This design comes from an exercise in tuning for small area on the open sky130 flow, not from production work. In this exercise RTL edits were held to simulation tests only and were not proved equivalent to the original. Power figures rest on the tool's default switching activity, not on a simulated workload.

<file path="design/flow/config.mk">
export PLATFORM = sky130hd
export DESIGN_NAME = dk_core
export DESIGN_NICKNAME = dk_core
export VERILOG_FILES = /design/flow/design.v
export SDC_FILE = /design/flow/constraint.sdc
export NUM_CORES = 4
export LEC_CHECK = 0
export CAP_MARGIN = 5
export CORE_MARGIN = 2
export CORE_UTILIZATION = 80
export SLEW_MARGIN = 5
</file>
<file path="design/flow/constraint.sdc">
create_clock -name core_clock -period 30.0 [get_ports {clk}]
set_input_delay 6.0000 -clock core_clock [delete_from_list [all_inputs] [get_ports {clk}]]
set_output_delay 6.0000 -clock core_clock [all_outputs]
set_load 0.01 [all_outputs]
</file>
<file path="design/flow/design.v">
`timescale 1ns / 1ps
module rand_gen(
    input wire clk,
    input wire reset,
    input wire en,
    output reg [3:0] rand_out
    );
    function [3:0] lcg4(input [3:0] r);
        case (r)
            4'd0: lcg4 = 4'd9;    4'd1: lcg4 = 4'd6;    4'd2: lcg4 = 4'd3;    4'd3: lcg4 = 4'd0;
            4'd4: lcg4 = 4'd13;   4'd5: lcg4 = 4'd10;   4'd6: lcg4 = 4'd7;    4'd7: lcg4 = 4'd4;
            4'd8: lcg4 = 4'd1;    4'd9: lcg4 = 4'd14;   4'd10: lcg4 = 4'd11;  4'd11: lcg4 = 4'd8;
            4'd12: lcg4 = 4'd5;   4'd13: lcg4 = 4'd2;   4'd14: lcg4 = 4'd15;  default: lcg4 = 4'd12;
        endcase
    endfunction
    always @ (posedge clk) begin
        if (reset) rand_out <= 4'd1;
        else if (en) rand_out <= lcg4(rand_out);
    end
endmodule
`timescale 1ns / 1ps
module barrel(
    input wire clk,
    input wire reset,
    input wire en,
    input wire rst,
    input wire start,
    input wire game_over,
    input wire rand_match,
    output reg [9:0] x,
    output reg [8:0] y,
    output wire [1:0] state,
    output wire [2:0] animation_state
    );
    localparam BARREL_INITIAL = 2'b00,
               BARREL_ROLLING = 2'b01,
               BARREL_FALLING = 2'b10;
    reg sx;          
    reg [4:0] animation_counter;
    reg [1:0] st;
    reg [1:0] next_state;
    assign state = {st[1], st[0] & ~st[1]};
    wire y90  = y == 9'd90;
    wire y91  = y == 9'd91;
    wire y173 = y == 9'd173;
    wire y262 = y == 9'd262;
    wire y352 = y == 9'd352;
    wire y437 = y == 9'd437;
    wire x_right = x >= 10'd591;
    wire x_left  = x <= 10'd7;
    wire lad1 = x >= 10'd539 & x <= 10'd549;
    wire lad2 = x >= 10'd46  & x <= 10'd56;
    wire lad3 = x >= 10'd544 & x <= 10'd554;
    wire lad4 = x >= 10'd51  & x <= 10'd61;
    wire COLLATION_DOWN = y437 | ((y91 | y262) & ~x_right) | ((y173 | y352) & ~x_left);
    wire EN_FALL = (y91 & lad1) | (y173 & lad2) | (y262 & lad3) | (y352 & lad4);
    wire land = COLLATION_DOWN & ~EN_FALL;
    wire over = game_over | (y437 & x == 10'd561);
    wire turn = sx ? (x <= 10'd5) : (x >= 10'd608);
    wire st_init = st == 2'b00;
    wire st_roll = st == 2'b01;
    wire st_fall = st[1];
    wire sy = ~st[0];    
    wire load = reset | (en & st_init);
    wire x_step = en & st_roll & ~turn;
    wire y_step = en & st_fall & sy & ~land;
    wire a_step = en & (st_roll | st_fall);
    reg [9:0] x_next;
    reg [8:0] y_next;
    reg [4:0] a_next;
    reg c;
    integer i;
    always @(*) begin
        c = 1'b0;
        for (i = 0; i < 10; i = i + 1) begin
            x_next[i] = x[i] ^ ((i == 0) ? x_step : (x_step & sx)) ^ c;
            c = (x[i] & ((i == 0) ? x_step : (x_step & sx))) | (c & (x[i] ^ ((i == 0) ? x_step : (x_step & sx))));
        end
        c = y_step;
        for (i = 0; i < 9; i = i + 1) begin
            y_next[i] = y[i] ^ c;
            c = c & y[i];
        end
        c = a_step;
        for (i = 0; i < 5; i = i + 1) begin
            a_next[i] = animation_counter[i] ^ c;
            c = c & animation_counter[i];
        end
    end
    always @(posedge clk) begin
        x <= load ? 10'd203 : x_next;
        y <= load ? 9'd90 : y_next;
        animation_counter <= reset ? 5'd0 : a_next;
        if (reset) begin
            sx <= 1'b0;
            st <= 2'b00;
        end
        else if (en) begin
            st <= next_state;
            if (st_init) sx <= 1'b0;
            else if (st_roll & turn) sx <= ~sx;
        end
    end
    assign animation_state = st_fall ? {2'b10, ~animation_counter[4]}
                                                       : {1'b0, animation_counter[4:3]};
    always @(*) begin
        next_state = st;
        if (st_init) begin
            if (start & ~rst) next_state = 2'b01;
        end
        else if (rst | over) next_state = 2'b00;
        else if (st_roll) begin
            if (~COLLATION_DOWN | (EN_FALL & rand_match)) next_state = 2'b11;
        end
        else next_state = land ? 2'b01 : 2'b10;
    end
endmodule
`timescale 1ns / 1ps
module mario(
    input wire clk,
    input wire reset,
    input wire en,
    input wire rst,
    input wire start,
    input wire over,
    input wire [4:0] keydown,   
    output wire [9:0] x,
    output wire [8:0] y,
    output reg [9:0] xn,        
    output reg [8:0] yn,
    output reg [2:0] state,
    output reg [3:0] animation_state
    );
    localparam MARIO_INITIAL  = 3'b000,
               MARIO_FLYING   = 3'b001,
               MARIO_JUMPING  = 3'b010,
               MARIO_WALKING  = 3'b011,
               MARIO_STANDING = 3'b100,
               MARIO_DYING    = 3'b101,
               MARIO_CLAMPING = 3'b110;
    localparam MARIO_STAND       = 4'b0000,
               MARIO_WALK_LEFT1  = 4'b0001,
               MARIO_WALK_LEFT2  = 4'b0010,
               MARIO_WALK_LEFT3  = 4'b0011,
               MARIO_WALK_RIGHT1 = 4'b0100,
               MARIO_WALK_RIGHT2 = 4'b0101,
               MARIO_WALK_RIGHT3 = 4'b1110,
               MARIO_FLY_LEFT    = 4'b0110,
               MARIO_FLY_RIGHT   = 4'b0111,
               MARIO_CLAMP1      = 4'b1000,
               MARIO_CLAMP2      = 4'b1001,
               MARIO_DIE1        = 4'b1010,
               MARIO_DIE2        = 4'b1011,
               MARIO_DIE3        = 4'b1100,
               MARIO_DIE4        = 4'b1101;
    wire KEYUP    = keydown[0];
    wire KEYLEFT  = keydown[1];
    wire KEYRIGHT = keydown[2];
    wire KEYDOWN  = keydown[3];
    wire KEYJUMP  = keydown[4];
    function [10:0] add11(input [10:0] a, input [10:0] b);
        integer i;
        reg c;
        begin
            c = 1'b0;
            for (i = 0; i < 11; i = i + 1) begin
                add11[i] = a[i] ^ b[i] ^ c;
                c = (a[i] & b[i]) | (c & (a[i] ^ b[i]));
            end
        end
    endfunction
    function [9:0] add10(input [9:0] a, input [9:0] b);
        integer i;
        reg c;
        begin
            c = 1'b0;
            for (i = 0; i < 10; i = i + 1) begin
                add10[i] = a[i] ^ b[i] ^ c;
                c = (a[i] & b[i]) | (c & (a[i] ^ b[i]));
            end
        end
    endfunction
    function [4:0] inc5(input [4:0] v);
        integer i;
        reg c;
        begin
            c = 1'b1;
            for (i = 0; i < 5; i = i + 1) begin
                inc5[i] = v[i] ^ c;
                c = c & v[i];
            end
        end
    endfunction
    reg sx_nz, sx_neg;
    wire [9:0] SPEED_X = sx_nz ? (sx_neg ? 10'h3fc : 10'd4) : 10'd0;
    wire speed_x_pos = sx_nz & ~sx_neg;
    reg signed [9:0] vq;
    reg signed [4:0] vr;
    wire v_neg = vq[9] | vr[4];
    wire v_wrap = (vq == 10'sd409) & (vr >= 5'sd3);                        
    wire v_carry = v_neg ? (vq[9] & (vr >= -5'sd2) & (vr <= 5'sd0)) : (vr >= 5'sd7);
    wire [9:0] vq_inc = add10(vq, 10'd1);
    wire signed [9:0] vq_acc = v_wrap ? -10'sd409 : (v_carry ? vq_inc : vq);
    wire signed [4:0] vr_acc = v_wrap ? vr - 5'sd9 : (v_carry ? vr - 5'sd7 : vr + 5'sd3);
    wire [10:0] ys = add11({2'd0, y}, {vq[9], vq});
    wire [9:0]  xs = add10(x, SPEED_X);
    wire ys_hi0 = ys[10:9] == 2'd0;       
    wire [8:0] ysl = ys[8:0];
    wire xs_l0 = xs >= 10'd217 && xs <= 10'd387;
    wire xs_l1 = xs < 10'd591;    
    wire xs_l2 = xs >= 10'd16;    
    wire COLLATION_DOWN = (y >= 9'd425 && y <= 9'd475) |
                          (x >= 10'd217 && x <= 10'd387 && y >= 9'd17 && y <= 9'd34) |
                          (x <= 10'd590 && y >= 9'd79  && y <= 9'd95) |
                          (x >= 10'd16  && y >= 9'd161 && y <= 9'd177) |
                          (x <= 10'd590 && y >= 9'd250 && y <= 9'd266) |
                          (x >= 10'd16  && y >= 9'd340 && y <= 9'd357);
    wire COLLATION_LEFT  = (x <= 10'd5) |
                           (x >= 10'd250 && x <= 10'd388 && y >= 9'd18  && y <= 9'd69) |
                           (x <= 10'd591 && y >= 9'd80  && y <= 9'd130) |
                           (x >= 10'd49  && y >= 9'd162 && y <= 9'd212) |
                           (x <= 10'd591 && y >= 9'd251 && y <= 9'd301) |
                           (x >= 10'd49  && y >= 9'd341 && y <= 9'd392) |
                           (y >= 9'd426 && y <= 9'd475);
    wire COLLATION_RIGHT = (x >= 10'd606) |
                           (x >= 10'd216 && x <= 10'd354 && y >= 9'd18  && y <= 9'd69) |
                           (x <= 10'd557 && y >= 9'd80  && y <= 9'd130) |
                           (x >= 10'd15  && y >= 9'd162 && y <= 9'd212) |
                           (x <= 10'd557 && y >= 9'd251 && y <= 9'd301) |
                           (x >= 10'd15  && y >= 9'd341 && y <= 9'd392) |
                           (y >= 9'd426 && y <= 9'd475);
    wire EN_CLAMP = (x >= 10'd301 && x <= 10'd399) |
                    (x >= 10'd541 && x <= 10'd555 && y >= 9'd78  && y <= 9'd162) |
                    (x >= 10'd48  && x <= 10'd62  && y >= 9'd160 && y <= 9'd251) |
                    (x >= 10'd546 && x <= 10'd560 && y >= 9'd249 && y <= 9'd341) |
                    (x >= 10'd53  && x <= 10'd67  && y >= 9'd339 && y <= 9'd426);
    wire [9:0] x_move = (xs < 10'd5) ? 10'd5 : (xs > 10'd606) ? 10'd606 : xs;
    wire x_stop = (xs < 10'd5) | (xs > 10'd606);
    reg [8:0] y_fly;
    always @(*) begin
        if (ys_hi0 && ysl < 9'd5) y_fly = 9'd5;
        else if (ys_hi0 && ysl > 9'd53  && ysl < 9'd70  && xs_l0) y_fly = 9'd70;
        else if (ys_hi0 && ysl > 9'd115 && ysl < 9'd131 && xs_l1) y_fly = 9'd131;
        else if (ys_hi0 && ysl > 9'd197 && ysl < 9'd213 && xs_l2) y_fly = 9'd213;
        else if (ys_hi0 && ysl > 9'd286 && ysl < 9'd302 && xs_l1) y_fly = 9'd302;
        else if (ys_hi0 && ysl > 9'd376 && ysl < 9'd393 && xs_l2) y_fly = 9'd393;
        else if (ys_hi0 && ysl > 9'd461 && ysl < 9'd479) y_fly = 9'd479;
        else if ((~ys[10] && ys[9:0] > 10'd425) || (ys[10] && ys[9:0] < 10'd988)) y_fly = 9'd425;   
        else if (ys_hi0 && ysl > 9'd17  && ysl < 9'd34  && xs_l0) y_fly = 9'd17;
        else if (ys_hi0 && ysl > 9'd79  && ysl < 9'd95  && xs_l1) y_fly = 9'd79;
        else if (ys_hi0 && ysl > 9'd161 && ysl < 9'd177 && xs_l2) y_fly = 9'd161;
        else if (ys_hi0 && ysl > 9'd250 && ysl < 9'd266 && xs_l1) y_fly = 9'd250;
        else if (ys_hi0 && ysl > 9'd340 && ysl < 9'd357 && xs_l2) y_fly = 9'd340;
        else y_fly = ysl;
    end
    wire [10:0] y_pm3 = add11({2'd0, y}, KEYUP ? 11'h7fd : 11'd3);    
    wire [8:0] y_up   = (y >= 9'd3 && y <= 9'd7) ? 9'd5 : y_pm3[8:0];
    wire [8:0] y_down = (y >= 9'd423 && y <= 9'd472) ? 9'd425 : y_pm3[8:0];
    assign x = ~xn;
    assign y = ~yn;
    reg [2:0] next_state;
    reg [4:0] animation_counter;
    reg last_direction;
    always @(posedge clk) begin
      if (reset) begin
        xn <= ~(10'd450);
        yn <= ~(9'd425);
        sx_nz <= 1'b0;
        sx_neg <= 1'b0;
        vq <= 10'sd0;
        vr <= 5'sd0;
        state <= MARIO_INITIAL;
        animation_counter <= 5'd0;
        last_direction <= 1'b1;
      end
      else if (en) begin
        state <= next_state;
        case (state)
            MARIO_INITIAL: begin
                xn <= ~(10'd450);
                yn <= ~(9'd425);
            end
            MARIO_JUMPING: begin
                vq <= -10'sd5;
                vr <= 5'sd0;
            end
            MARIO_FLYING: begin
                animation_counter <= inc5(animation_counter);
                yn <= ~(y_fly);
                xn <= ~(x_move);
                if (x_stop) sx_nz <= 1'b0;
                vq <= vq_acc;
                vr <= vr_acc;
            end
            MARIO_WALKING: begin
                animation_counter <= inc5(animation_counter);
                vq <= 10'sd0;
                vr <= 5'sd0;
                sx_nz <= 1'b1;
                sx_neg <= KEYLEFT;
                if (KEYLEFT) last_direction <= 1'b1;
                else if (KEYRIGHT) last_direction <= 1'b0;
                xn <= ~(x_move);
            end
            MARIO_STANDING: begin
                sx_nz <= 1'b0;
                vq <= 10'sd0;
                vr <= 5'sd0;
            end
            MARIO_DYING: begin
                animation_counter <= inc5(animation_counter);
                sx_nz <= 1'b0;
                vq <= 10'sd0;
                vr <= 5'sd0;
            end
            MARIO_CLAMPING: begin
                sx_nz <= 1'b0;
                vq <= 10'sd0;
                vr <= 5'sd0;
                if (KEYUP | KEYDOWN) begin
                    animation_counter <= inc5(animation_counter);
                    yn <= ~(KEYUP ? y_up : y_down);
                end
            end
            default: ;
        endcase
      end
    end
    always @(*) begin
        case (state)
            MARIO_FLYING: animation_state = last_direction ? MARIO_FLY_LEFT : MARIO_FLY_RIGHT;
            MARIO_WALKING: begin
                if (speed_x_pos) animation_state = animation_counter[2] ? MARIO_WALK_RIGHT3 :
                                                   animation_counter[3] ? MARIO_WALK_RIGHT2 : MARIO_WALK_RIGHT1;
                else animation_state = animation_counter[2] ? MARIO_WALK_LEFT3 :
                                       animation_counter[3] ? MARIO_WALK_LEFT2 : MARIO_WALK_LEFT1;
            end
            MARIO_DYING: case (animation_counter[4:3])
                2'b00: animation_state = MARIO_DIE1;
                2'b01: animation_state = MARIO_DIE2;
                2'b10: animation_state = MARIO_DIE3;
                default: animation_state = MARIO_DIE4;
            endcase
            MARIO_CLAMPING: animation_state = ((KEYDOWN | KEYUP) & animation_counter[2]) ? MARIO_CLAMP2 : MARIO_CLAMP1;
            default: animation_state = last_direction ? MARIO_WALK_LEFT3 : MARIO_WALK_RIGHT3;
        endcase
    end
    always @(*) begin
        next_state = state;
        case (state)
            MARIO_INITIAL: next_state = (start & ~rst) ? MARIO_STANDING : MARIO_INITIAL;
            MARIO_JUMPING: next_state = rst ? MARIO_INITIAL : over ? MARIO_DYING : MARIO_FLYING;
            MARIO_FLYING: begin
                if (rst) next_state = MARIO_INITIAL;
                else if (over) next_state = MARIO_DYING;
                else if (COLLATION_DOWN & ~v_neg) next_state = MARIO_STANDING;
            end
            MARIO_WALKING: begin
                if (rst) next_state = MARIO_INITIAL;
                else if (over) next_state = MARIO_DYING;
                else if (~COLLATION_DOWN) next_state = MARIO_FLYING;
                else if (KEYJUMP) next_state = MARIO_JUMPING;
                else if ((KEYUP | KEYDOWN) & EN_CLAMP) next_state = MARIO_CLAMPING;
                else if (~KEYLEFT & ~KEYRIGHT) next_state = MARIO_STANDING;
            end
            MARIO_STANDING: begin
                if (rst) next_state = MARIO_INITIAL;
                else if (over) next_state = MARIO_DYING;
                else if (~COLLATION_DOWN) next_state = MARIO_FLYING;
                else if (KEYJUMP) next_state = MARIO_JUMPING;
                else if ((KEYUP | KEYDOWN) & EN_CLAMP) next_state = MARIO_CLAMPING;
                else if (KEYLEFT | KEYRIGHT) next_state = MARIO_WALKING;
            end
            MARIO_DYING: if (rst) next_state = MARIO_INITIAL;
            MARIO_CLAMPING: begin
                if (rst) next_state = MARIO_INITIAL;
                else if (over) next_state = MARIO_DYING;
                else if (COLLATION_DOWN & KEYJUMP) next_state = MARIO_JUMPING;
                else if (KEYLEFT & ~COLLATION_LEFT) next_state = MARIO_WALKING;
                else if (KEYRIGHT & ~COLLATION_RIGHT) next_state = MARIO_WALKING;
                else if (~EN_CLAMP) next_state = MARIO_STANDING;
            end
            default: ;
        endcase
    end
endmodule
`timescale 1ns / 1ps
module kong(
    input wire clk,
    input wire reset,
    input wire en,
    input wire rst,
    input wire start,
    input wire over,
    output reg [3:0] drop_count,   
    output reg state,
    output reg [1:0] animation_state
    );
    localparam KONG_INITIAL = 1'b0,
               KONG_PLAYING = 1'b1;
    localparam KONG_NORMAL = 2'b00,
               KONG_GET    = 2'b01,
               KONG_HOLD   = 2'b10,
               KONG_DROP   = 2'b11;
    reg [2:0] animation_counter;   
    reg [5:0] clk_div;             
    always @(posedge clk) begin
      if (reset) begin
        state <= KONG_INITIAL;
        clk_div <= 6'd0;
      end
      else if (en) begin
        state <= state ? ~(rst | over) : (start & ~rst);
        clk_div <= clk_div + 1'b1;
      end
    end
    always @(posedge clk) begin
      if (reset) begin
        animation_state <= KONG_NORMAL;
        drop_count <= 4'd0;
        animation_counter <= 3'd0;
      end
      else if (en && clk_div == 6'b011111) begin
        if (state == KONG_INITIAL) animation_state <= KONG_NORMAL;
        else begin
            case (animation_state)
                KONG_GET: animation_state <= KONG_HOLD;
                KONG_HOLD: animation_state <= KONG_DROP;
                KONG_DROP: begin
                    animation_state <= KONG_NORMAL;
                    drop_count <= drop_count + 1'b1;
                end
                KONG_NORMAL: begin
                    if (animation_counter == 3'b101) begin
                        animation_counter <= 3'd0;
                        animation_state <= KONG_GET;
                    end
                    else animation_counter <= animation_counter + 1'b1;
                end
            endcase
        end
      end
    end
endmodule
`timescale 1ns / 1ps
module queue(
    input wire clk,
    input wire reset,
    input wire en,
    input wire state,
    output reg animation_state
    );
    reg [4:0] animation_counter;
    always @(posedge clk) begin
      if (reset) begin
        animation_state <= 1'b1;
        animation_counter <= 5'd0;
      end
      else if (en) begin
        if (state) begin
            animation_state <= ~animation_counter[4];
            animation_counter <= animation_counter + 1'b1;
        end
        else animation_state <= 1'b1;
      end
    end
endmodule
`timescale 1ns / 1ps
module state_fsm(
    input wire clk,
    input wire reset,
    input wire start,
    input wire restart,
    input wire over,
    input wire success,
    output reg [1:0] state
    );
    localparam GAME_INITIAL = 2'b00,   
               GAME_RUNNING = 2'b01,
               GAME_OVER    = 2'b10,
               GAME_SUCCESS = 2'b11;
    reg [1:0] next_state;
    always @ (posedge clk) begin
        if (reset) state <= GAME_INITIAL;   
        else state <= next_state;
    end
    always@ (*) begin   
        next_state = state;
        case (state)
            GAME_INITIAL: begin
                if (start & ~restart)
                    next_state = GAME_RUNNING;
            end
            GAME_RUNNING: begin
                if (over) begin
                    next_state = GAME_OVER;
                end
                else if (restart) begin
                    next_state = GAME_INITIAL;
                end
                else if (success) begin
                    next_state = GAME_SUCCESS;
                end
            end
            GAME_OVER: begin
                if (restart) begin
                    next_state = GAME_INITIAL;
                end
            end
            GAME_SUCCESS: begin
                if(restart) begin
                    next_state = GAME_INITIAL;
                end
            end
        endcase
    end
endmodule
`timescale 1ns / 1ps
module WelStateControl(
	 input wire clk,
	 input wire reset,
	 input wire start,
	 input wire [4:0] movement,
    output reg [1:0] state
    );
	localparam Welcome_choice1 = 2'b00,
              Welcome_choice2 = 2'b01,
              Acknowledge   =   2'b10,
				  StartRunning  =   2'b11; 
	reg [1:0] next_state;
	always @ (posedge clk) begin
        if (reset) state <= 2'b00;
        else state <= next_state;
   end
	always@ (*) begin
		if(start == 1)begin 
			  next_state = state;
			  case (state)
					Welcome_choice1: 
					begin
						 if (movement[4]) next_state = StartRunning;
						 else if(movement[3]) next_state = Welcome_choice2; 
					end
					Welcome_choice2:
					begin
						 if (movement[4]) next_state = Acknowledge;
						 else if (movement[0]) next_state = Welcome_choice1;
					end
					Acknowledge: 
					begin
						 if (movement[1]) next_state = Welcome_choice2;
					end
			  endcase
		 end
		 else next_state = Welcome_choice1;
    end
endmodule
`timescale 1ns / 1ps
module score(
    input wire clk,
    input wire rst,             
    input wire same_floor,
    input wire intersection,
    input wire mario_jumping,
    output wire goal,           
    output wire wrap            
);
    localparam [1:0] S_IDLE = 2'd0, S_OVER = 2'd1, S_GOAL = 2'd2;
    reg [1:0] state;
    reg [10:0] cnt;             
    wire fb = cnt[10] ^ cnt[8] ^ (cnt[9:0] == 10'd0);
    wire [10:0] cnt_next = {cnt[9:0], fb};
    assign goal = state == S_GOAL;
    assign wrap = goal & (cnt == 11'b10000000000);
    always @(posedge clk) begin
        if (rst) begin
            state <= S_IDLE;
            cnt <= 11'd0;
        end
        else begin
            if (goal) cnt <= cnt_next;
            case (state)
                S_OVER: state <= ~same_floor ? S_IDLE :
                                 intersection ? S_OVER :
                                 mario_jumping ? S_GOAL : S_IDLE;
                S_GOAL: state <= S_IDLE;
                default: state <= (same_floor & intersection) ? S_OVER : S_IDLE;
            endcase
        end
    end
endmodule
module score_total(
    input wire clk,
    input wire rst,
    input wire [15:0] goal,
    input wire [15:0] wrap,
    output wire [19:0] score_dec    
);
    reg [17:0] dec;
    assign score_dec = {2'b00, dec};
    function [1:0] fa(input a, input b, input c);
        fa = {(a & b) | (c & (a ^ b)), a ^ b ^ c};
    endfunction
    function [4:0] pop16(input [15:0] v);
        reg [1:0] a0, a1, a2, a3, a4, b0, b1, b2, d0, d1, d2, e0, e1, e2;
        begin
            a0 = fa(v[0], v[1], v[2]);     a1 = fa(v[3], v[4], v[5]);
            a2 = fa(v[6], v[7], v[8]);     a3 = fa(v[9], v[10], v[11]);
            a4 = fa(v[12], v[13], v[14]);
            b0 = fa(a0[0], a1[0], a2[0]);  b1 = fa(a3[0], a4[0], v[15]);
            b2 = fa(a0[1], a1[1], a2[1]);
            d0 = fa(b0[0], b1[0], 1'b0);
            d1 = fa(b0[1], b1[1], b2[0]);
            d2 = fa(a3[1], a4[1], d0[1]);
            e0 = fa(d1[0], d2[0], 1'b0);
            e1 = fa(b2[1], d1[1], d2[1]);
            e2 = fa(e1[0], e0[1], 1'b0);
            pop16 = {e1[1] & e2[1], e1[1] ^ e2[1], e2[0], e0[0], d0[0]};
        end
    endfunction
    function [4:0] dadd(input [3:0] a, input [3:0] b, input ci);
        reg [1:0] f0, f1, f2, f3;
        reg [3:0] s;
        reg z;
        begin
            f0 = fa(a[0], b[0], ci);
            f1 = fa(a[1], b[1], f0[1]);
            f2 = fa(a[2], b[2], f1[1]);
            f3 = fa(a[3], b[3], f2[1]);
            s = {f3[0], f2[0], f1[0], f0[0]};
            z = f3[1] | (s[3] & (s[2] | s[1]));    
            dadd = {z, s[3] ^ (z & (s[2] | s[1])), s[2] ^ (z & ~s[1]), s[1] ^ z, s[0]};
        end
    endfunction
    function [4:0] dinc(input [3:0] a, input ci);
        reg nine;
        begin
            nine = a[3] & a[0];    
            if (ci & nine) dinc = 5'b10000;
            else dinc = {1'b0, a[3] ^ (ci & a[2] & a[1] & a[0]), a[2] ^ (ci & a[1] & a[0]), a[1] ^ (ci & a[0]), a[0] ^ ci};
        end
    endfunction
    function [19:0] wrap_nines(input [4:0] w);
        case (w)
            5'd0:  wrap_nines = 20'h99999; 5'd1:  wrap_nines = 20'h97951; 5'd2:  wrap_nines = 20'h95903; 5'd3:  wrap_nines = 20'h93855;
            5'd4:  wrap_nines = 20'h91807; 5'd5:  wrap_nines = 20'h89759; 5'd6:  wrap_nines = 20'h87711; 5'd7:  wrap_nines = 20'h85663;
            5'd8:  wrap_nines = 20'h83615; 5'd9:  wrap_nines = 20'h81567; 5'd10: wrap_nines = 20'h79519; 5'd11: wrap_nines = 20'h77471;
            5'd12: wrap_nines = 20'h75423; 5'd13: wrap_nines = 20'h73375; 5'd14: wrap_nines = 20'h71327; 5'd15: wrap_nines = 20'h69279;
            default: wrap_nines = 20'h67231;
        endcase
    endfunction
    function [4:0] bin_dec(input [4:0] n);
        case (n)
            5'd10: bin_dec = 5'h10; 5'd11: bin_dec = 5'h11; 5'd12: bin_dec = 5'h12; 5'd13: bin_dec = 5'h13;
            5'd14: bin_dec = 5'h14; 5'd15: bin_dec = 5'h15; 5'd16: bin_dec = 5'h16;
            default: bin_dec = n;
        endcase
    endfunction
    wire [4:0] n_goal = pop16(goal);
    wire [4:0] n_wrap = pop16(wrap);
    wire [19:0] wk = wrap_nines(n_wrap);
    wire [4:0] ng = bin_dec(n_goal);
    wire [4:0] s0 = dadd(score_dec[3:0], ng[3:0], 1'b0);
    wire [4:0] s1 = dadd(score_dec[7:4], {3'd0, ng[4]}, s0[4]);
    wire [4:0] s2 = dinc(score_dec[11:8], s1[4]);
    wire [4:0] s3 = dinc(score_dec[15:12], s2[4]);
    wire [4:0] s4 = dinc(score_dec[19:16], s3[4]);
    wire [4:0] t0 = dadd(s0[3:0], wk[3:0], 1'b1);
    wire [4:0] t1 = dadd(s1[3:0], wk[7:4], t0[4]);
    wire [4:0] t2 = dadd(s2[3:0], wk[11:8], t1[4]);
    wire [4:0] t3 = dadd(s3[3:0], wk[15:12], t2[4]);
    wire [4:0] t4 = dadd(s4[3:0], wk[19:16], t3[4]);
    always @(posedge clk) begin
        if (rst) dec <= 18'd0;
        else dec <= {t4[1:0], t3[3:0], t2[3:0], t1[3:0], t0[3:0]};
    end
endmodule
`timescale 1ns / 1ps
module dk_core(
	input wire clk,
	input wire reset,
	input wire tick_fast,
	input wire tick_slow,
	input wire [4:0] keys,
	input wire [1:0] SW,
	output wire [1:0] game_state,
	output wire [1:0] menu_state,
	output wire [9:0] mario_x,
	output wire [8:0] mario_y,
	output wire [2:0] mario_state,
	output wire [3:0] mario_anim,
	output wire kong_state,
	output wire [1:0] kong_anim,
	output wire queue_state,
	output wire queue_anim,
	output wire [159:0] barrel_x_all,
	output wire [143:0] barrel_y_all,
	output wire [31:0] barrel_state_all,
	output wire [47:0] barrel_anim_all,
	output wire collision,
	output wire [23:0] score_bcd
    );
	localparam GAME_INITIAL = 2'b00,
	           GAME_RUNNING = 2'b01,
	           GAME_OVER    = 2'b10,
	           GAME_SUCCESS = 2'b11;
	wire over, success;
	wire [1:0] cur_state;
	wire [1:0] W_state;
	wire g_init = cur_state == GAME_INITIAL;
	wire g_run  = cur_state == GAME_RUNNING;
	wire g_over = cur_state == GAME_OVER;
	assign success = mario_y < 30 && (mario_x > 250 && mario_x < 350) && mario_state == 3'b100;
	state_fsm StateControl(.clk(clk), .reset(reset), .start(W_state[0] & W_state[1]), .restart(SW[1]),
	                       .over(over), .success(success), .state(cur_state));
	WelStateControl Wel00(.clk(clk), .reset(reset), .start(g_init), .movement(keys), .state(W_state));
	assign game_state = cur_state;
	assign menu_state = W_state;
	wire [9:0] mario_xn;   
	wire [8:0] mario_yn;   
	mario myMario(.clk(clk), .reset(reset), .en(tick_slow),
	              .rst(g_init), .start(g_run), .over(g_over),
	              .keydown(keys),
	              .x(mario_x), .y(mario_y), .xn(mario_xn), .yn(mario_yn),
	              .state(mario_state),
	              .animation_state(mario_anim));
	wire [3:0] drop_count;
	kong myKong(.clk(clk), .reset(reset), .en(tick_slow),
	            .rst(g_init), .start(g_run), .over(g_over),
	            .drop_count(drop_count),
	            .state(kong_state),
	            .animation_state(kong_anim));
	assign queue_state = kong_state;
	queue myQueue(.clk(clk), .reset(reset), .en(tick_slow),
	              .state(kong_state),
	              .animation_state(queue_anim));
	wire [3:0] rnd;
	rand_gen rg(.clk(clk), .reset(reset), .en(tick_fast), .rand_out(rnd));
	wire rand_match = rnd[3:2] == 2'b10;
	localparam BARREL_NUM_MAX = 16;
	wire score_rst = reset | g_init;
	wire mario_jumping = mario_state == 3'b001;
	wire mario_low_ok = mario_y < 9'd476;
	wire [15:0] barrel_collision;
	wire [15:0] goal;
	wire [15:0] wrap;
	generate
		genvar i;
		for (i = 0; i < BARREL_NUM_MAX; i = i + 1) begin: barrel_generator
			wire [9:0] bx;
			wire [8:0] by;
			wire [1:0] bs;
			wire [2:0] ba;
			barrel myBarrel(.clk(clk), .reset(reset), .en(tick_fast),
			                .rst(g_init),
			                .start(g_run & (drop_count == i)),
			                .game_over(g_over),
			                .rand_match(rand_match),
			                .x(bx), .y(by), .state(bs), .animation_state(ba));
			wire collision_i, same_floor, intersection;
			barrel_rel myRel(.bx(bx), .by(by), .bs(bs), .mario_xn(mario_xn), .mario_yn(mario_yn),
			                 .mario_low_ok(mario_low_ok),
			                 .collision(collision_i), .same_floor(same_floor), .intersection(intersection));
			assign barrel_collision[i] = collision_i;
			score myScore(.clk(clk), .rst(score_rst),
			              .same_floor(same_floor), .intersection(intersection),
			              .mario_jumping(mario_jumping),
			              .goal(goal[i]), .wrap(wrap[i]));
			assign barrel_x_all[10*i +: 10] = bx;
			assign barrel_y_all[9*i +: 9] = by;
			assign barrel_state_all[2*i +: 2] = bs;
			assign barrel_anim_all[3*i +: 3] = ba;
		end
	endgenerate
	wire [19:0] score_dec;
	score_total myTotal(.clk(clk), .rst(score_rst), .goal(goal), .wrap(wrap), .score_dec(score_dec));
	assign score_bcd = {4'd0, score_dec};
	assign collision = |barrel_collision;
	reg [6:0] coll_run;
	reg coll_full;
	always @(posedge clk) begin
		if (reset) begin
			coll_run <= 7'd0;
			coll_full <= 1'b0;
		end
		else if (tick_slow) begin
			if (~collision) begin
				coll_run <= 7'd0;
				coll_full <= 1'b0;
			end
			else begin
				coll_run <= {coll_run[5:0], coll_run[6] ^ coll_run[5] ^ (coll_run[5:0] == 6'd0)};
				if (coll_run == 7'b1000000) coll_full <= 1'b1;   
			end
		end
	end
	assign over = (~SW[0]) & (coll_full | (mario_x < 183 && mario_y < 114));
endmodule
module barrel_rel(
	input wire [9:0] bx,
	input wire [8:0] by,
	input wire [1:0] bs,
	input wire [9:0] mario_xn,    
	input wire [8:0] mario_yn,    
	input wire mario_low_ok,      
	output wire collision,
	output wire same_floor,
	output wire intersection
	);
	function [10:0] add11(input [10:0] a, input [10:0] b);
		integer j;
		reg c;
		begin
			c = 1'b0;
			for (j = 0; j < 11; j = j + 1) begin
				{c, add11[j]} = {1'b0, a[j]} + {1'b0, b[j]} + {1'b0, c};
			end
		end
	endfunction
	wire [10:0] ex = add11({1'b0, bx}, {1'b1, mario_xn});
	wire [10:0] ey11 = add11({2'b0, by}, {2'b11, mario_yn});
	wire [9:0]  ey = ey11[9:0];
	wire ex_pos = ex[10:6] == 5'b00000;    
	wire ex_neg = ex[10:6] == 5'b11111;    
	wire ey_pos = ey[9:7] == 3'b000;       
	wire ey_neg = ey[9:7] == 3'b111;       
	wire falling = bs == 2'b10;
	wire rolling = bs == 2'b01;
	wire ex_0_32  = ex_pos && ex[5:0] <= 6'd32;                     
	wire ex_m32_m1 = ex_neg && ex[5:0] >= 6'd32;                    
	wire ex_m42_m1 = ex_neg && ex[5:0] >= 6'd22;                    
	wire ex_m42_m10 = ex_neg && ex[5:0] >= 6'd22 && ex[5:0] <= 6'd54;   
	wire y_hit = (ey_pos && ey[6:0] <= 7'd34) || (ey_neg && ey[6:0] >= 7'd104);
	wire x_roll = ex_0_32 | ex_m32_m1;
	wire x_fall = ex_0_32 | ex_m42_m10;
	assign collision = y_hit & ((rolling & x_roll) | (falling & x_fall));
	assign same_floor = mario_low_ok && ey_pos && ey[6:0] >= 7'd7 && ey[6:0] <= 7'd71;
	assign intersection = ex_0_32 | (falling ? ex_m42_m1 : ex_m32_m1);
endmodule
</file>
<file path="design/flow/flow/run.sh">
#!/bin/bash
# Layout flow: the standard flow, with
#  - ABC mapping for area: ORFS's own scripts, copied, with abc_speed.script
#    replaced by flow/abc_speed.script (ORFS's speed script with area
#    recovery in &nf, two more choice-and-map rounds, and without ABC's
#    buffering and gate upsizing, which placement undoes or repeats
#    anyway); ABC maps only the logic between the registers, so the
#    registers are the standard synthesis's;
#  - the port buffers made from the smallest buffer cell instead of the one
#    buffer_ports picks by default;
#  - a clock tree of small clock buffers (clkbuf_4), each driving a cluster
#    of up to 10 registers, without dummy loads.
# The make output goes to flow_make.log here.
set -euo pipefail
rm -rf scripts_alt
cp -r "$FLOW_HOME/scripts" scripts_alt
cp flow/abc_speed.script scripts_alt/abc_speed.script
bash standard.sh \
  "SCRIPTS_DIR=$PWD/scripts_alt" \
  "BUFFER_PORTS_ARGS=-buffer_cell sky130_fd_sc_hd__buf_1" \
  "CTS_ARGS=-sink_clustering_enable -repair_clock_nets -dont_use_dummy_load -buf_list {sky130_fd_sc_hd__clkbuf_4} -sink_clustering_size 10 -sink_clustering_max_diameter 40" \
  finish > flow_make.log 2>&1
</file>
<file path="design/flow/flow/abc_speed.script">
strash
&get -n
&st
&dch
&nf -R 1000
&st
&syn2
&if -g -K 6
&synch2
&nf -R 1000
&st
&syn2
&if -g -K 6
&synch2
&nf -R 1000
&st
&dch -f
&nf -R 2000
&st
&dch -f
&nf -R 2000
&put
topo
stime -c
</file>
<file path="design/flow/standard.sh">
#!/bin/bash
# synth_recipe.tcl (not shown) runs the flow's synth.tcl, then flattens the netlist and writes it again
# the make line also repeats each setting of config.mk as NAME=value (left out here)
make -C /OpenROAD-flow-scripts/flow DESIGN_CONFIG=/design/flow/config.mk WORK_HOME=/design/flow/orfs CLKGATE_MAP_FILE= SYNTH_SCRIPT=/design/flow/synth_recipe.tcl "${@:-finish}"
</file>
==> notes.md <==
-- cells in the final DEF, fill, tap and decap left out, types with 68 or more instances in the layout --
master,instances
fa_1,463
a21oi_1,293
nand2_1,386
clkbuf_4,109
nand3_1,163
buf_1,446
nand2b_1,130
or3_1,91
clkinv_1,536
o21ai_0,204
nor4_1,99
nand4_1,87
ha_1,340
nor3_1,247
nor2_1,649
mux2i_1,151
and2_0,158
dfxtp_1,735
a31oi_1,68
nor2b_1,147
-- worst max-delay path, delay by kind of cell, from the launching register on --
family                     cells  cell delay (ps)
AOI/OAI and AO/OA              7             1270
adders and majority gates     30            11010
buffers and inverters         16             1500
DFF                            1              340
and+or+nand+nor                6             1350
-- per-layer routing --
layer,vias up,track usage,share of wire
li1,20808,-,-
met1,22234,0.581,0.35
met2,3391,0.747,0.45
met3,916,0.122,0.12
met4,2,0.308,0.080
met5,-,0,0.00011
-- state kept, by name, indices dropped and copies added (netlist names), 2 cells and up --
register	cells
myMario.state	3
barrel_generator.myScore.cnt	176
barrel_generator.myBarrel.y	144
myKong.drop_count	4
barrel_generator.myScore.state	32
myQueue.animation_counter	5
barrel_generator.myBarrel.animation_counter	80
myMario.xn	10
barrel_generator.myBarrel.st	32
myKong.animation_counter	3
rg.rand_out	4
myTotal.dec	18
myMario.vr	5
myMario.yn	9
barrel_generator.myBarrel.sx	16
myKong.animation_state	2
StateControl.state	2
coll_run	7
myKong.clk_div	6
barrel_generator.myBarrel.x	160
myMario.animation_counter	5
Wel00.state	2
myMario.vq	10
-- final timing paths --
kind / cells after the start / slack [ps] / endpoint / from
min: 2 / 450 / myMario.animation_counter[1] / myMario.animation_counter[1]
max: 59 / 14490 / myTotal.dec[17] / barrel_generator[1].myScore.state[0]
max reg2reg: 59 / 14490 / myTotal.dec[17] / barrel_generator[1].myScore.state[0]
min reg2reg: 2 / 450 / myMario.animation_counter[1] / myMario.animation_counter[1]
-- stage by stage --
step,setup WS (ps),total power [mW]
after global placement,15260,1.07
after CTS,14600,1.56
after floorplan,15650,1.05
final,14490,1.56
after global routing,13600,1.60
after detailed placement,14640,1.08
-- final cells by class --
| cell class | count | area, µm² | area share |
|---|---|---|---|
| Tap cell | 846 | 1060 | 0.0195 |
| Inverter | 551 | 2070 | 0.0381 |
| Antenna cell | 5 | 12.5 | 0.000231 |
| Clock buffer | 108 | 811 | 0.0149 |
| Multi-Input combinational cell | 4313 | 33500 | 0.617 |
| Sequential cell | 741 | 14800 | 0.273 |
| Timing Repair Buffer | 489 | 2010 | 0.0370 |
-- logic make-up (layout without fill, tap and decap cells) --
family / after synthesis / in the layout / synth area share
AO/OA/AOI/OAI: 935 / 935 / 0.117
XOR/XNOR: 91 / 91 / 0.0157
adder cells (fa/ha/maj): 803 / 803 / 0.267
buffers and inverters: 591 / 1148 / 0.0467
flip-flops: 741 / 741 / 0.293
multiplexers: 152 / 152 / 0.0301
other: 1 / 11 / 0.0000741
AND/OR/NAND/NOR: 2326 / 2326 / 0.231
-- where the power goes --
group / switching [mW] / internal, mW / total (mW) / leakage, nW
Sequential: 0.00462 / 0.986 / 0.990 / 5.97
Clock: 0.342 / 0.163 / 0.505 / 0.497
Combinational: 0.0485 / 0.0177 / 0.0663 / 13.3
==> impl_metrics.tcl <==
set metrics [dict create \
    grt_pass1_vias 46527 \
    ctsHoldBuffers 0 \
    setup-tns-final_ps 0 \
    yosysWarnings 11 \
    rows 92 \
    cp_data_arrival_time_ps 16400 \
    critPathMaxFanout 13 \
    ys_types 72 \
    grt_use_total 0.474 \
    period_share 0.517 \
    max_freq_mhz 64.5 \
    drtIter0Drc 5486 \
    die_h_um 256 \
    async_reset_ff_frac 0 \
    fin_area_um2 54300 \
    drv_slew 0 \
    critical_path_class "register to register" \
    skew_ps 109 \
    place_area_um2 53400 \
    portBuffers 448 \
    post-cts-setup-buffers 0 \
    die_area_um2 65300 \
    grt_antenna_before_repair 5 \
    grt-ovfl-total 0 \
    cts.clk_slew.worst_paths_ps 100 \
    cts_buffers 108 \
    vias_per_cell 6.71 \
    cts.sinks 741 \
    avgSynthCellArea_um2 8.98 \
    gp_congestion 0.990 \
    syn_to_final_growth_pct 7.18 \
    cp_data_required_time_ps 30900 \
    dpl.hpwl_mm 117 \
    dpl.cell_count 6940 \
    grt_max_degree 129 \
    io-pin-count 455 \
    detail-route-antenna-nets 0 \
    dr_total_vias 47351 \
    grt_pass1_wl_mm 247 \
    hold_ws_ps 454 \
    synth-edff-count 0 \
    cts_root_buf "clkbuf_4" \
    cap_violations 0 \
    core_area_um2 62900 \
    fill_cells 3405 \
    p_leak_nw 19.8 \
    cpMaxStageDelayCell "fa_1" \
    cts.path.max_buffers 3 \
    synth_top_area_frac 0.293 \
    h-tree-depth 3 \
    fin_util 0.863 \
    cts_resized 0 \
    worstSetupStartpointType "register" \
    cp-end-kind "register" \
    yosysSeqAreaShare 0.293 \
    outcome "complete, no violations" \
    crit_top_cell "fa_1" \
    nNetsFinal 7018 \
    ys_top_cells_by_count "741 x dfxtp_1, 650 x nor2_1, 551 x clkinv_1, 463 x fa_1, 386 x nand2_1" \
    worst_pin_slew_ps 1100 \
    clk_latency_ps 970 \
    min_path_type "register to register" \
    cts_tree "yes" \
    synth_flop_cell "dfxtp_1" \
    finalSetupViolations 0 \
    powerDensity_nw_per_um2 28.8 \
    relSlewSlack 0.267 \
    drt-total-wl_mm 157 \
    yosysMostFrequentCell "dfxtp_1" \
    drc_errors 0 \
    synth_top_area_cell "dfxtp_1" \
    period_needed_ps 15510 \
    final_layout_size_suffix_gt1_frac 0.0284 \
    finalHoldViolations 0 \
    stdcell_count 7053 \
    syn_inst 5640 \
    initial_core_util 0.806 \
    synth_seq_cells 741 \
    rsz0062_at_grt "false" \
    die_width_um 256 \
    slowest_delay_ps 610 \
    synthTopCellsByArea "dfxtp_1 29%, fa_1 18%, ha_1 8.4%" \
    irDropWorstVdd_uv 39.4 \
    netlist_area_um2 50600 \
    first_pass_iters 10 \
    avgRoutedWirePerCell_um 22.3 \
]

what the ideal ports hide:
How much do the figures lean on ideal ports? The routed layout below was timed once more, with nothing changed but the port constraints. Step 1 sets driving cells, clkbuf_16 on the clock port and buf_2 on the other inputs (assumed; they add their load-dependent delay and slew). Step 2, shift: input delay + t, output delay - t, t = (earliest + latest rising clock arrival at the registers) / 2. This alone moves slack from input paths to output paths. Slacks: no drivers / after step 1 / after step 2; pairs: no drivers / after step 1.
shift t [ns]: 0.995
slack for setup (ns): 14.492 / 14.492 / 14.492
pins driven straight from the clock port: 1
After both steps setup and hold are still met in this run. The setup slack of this run moves by 0.000 ns with the drivers and by 0.000 ns with both steps.
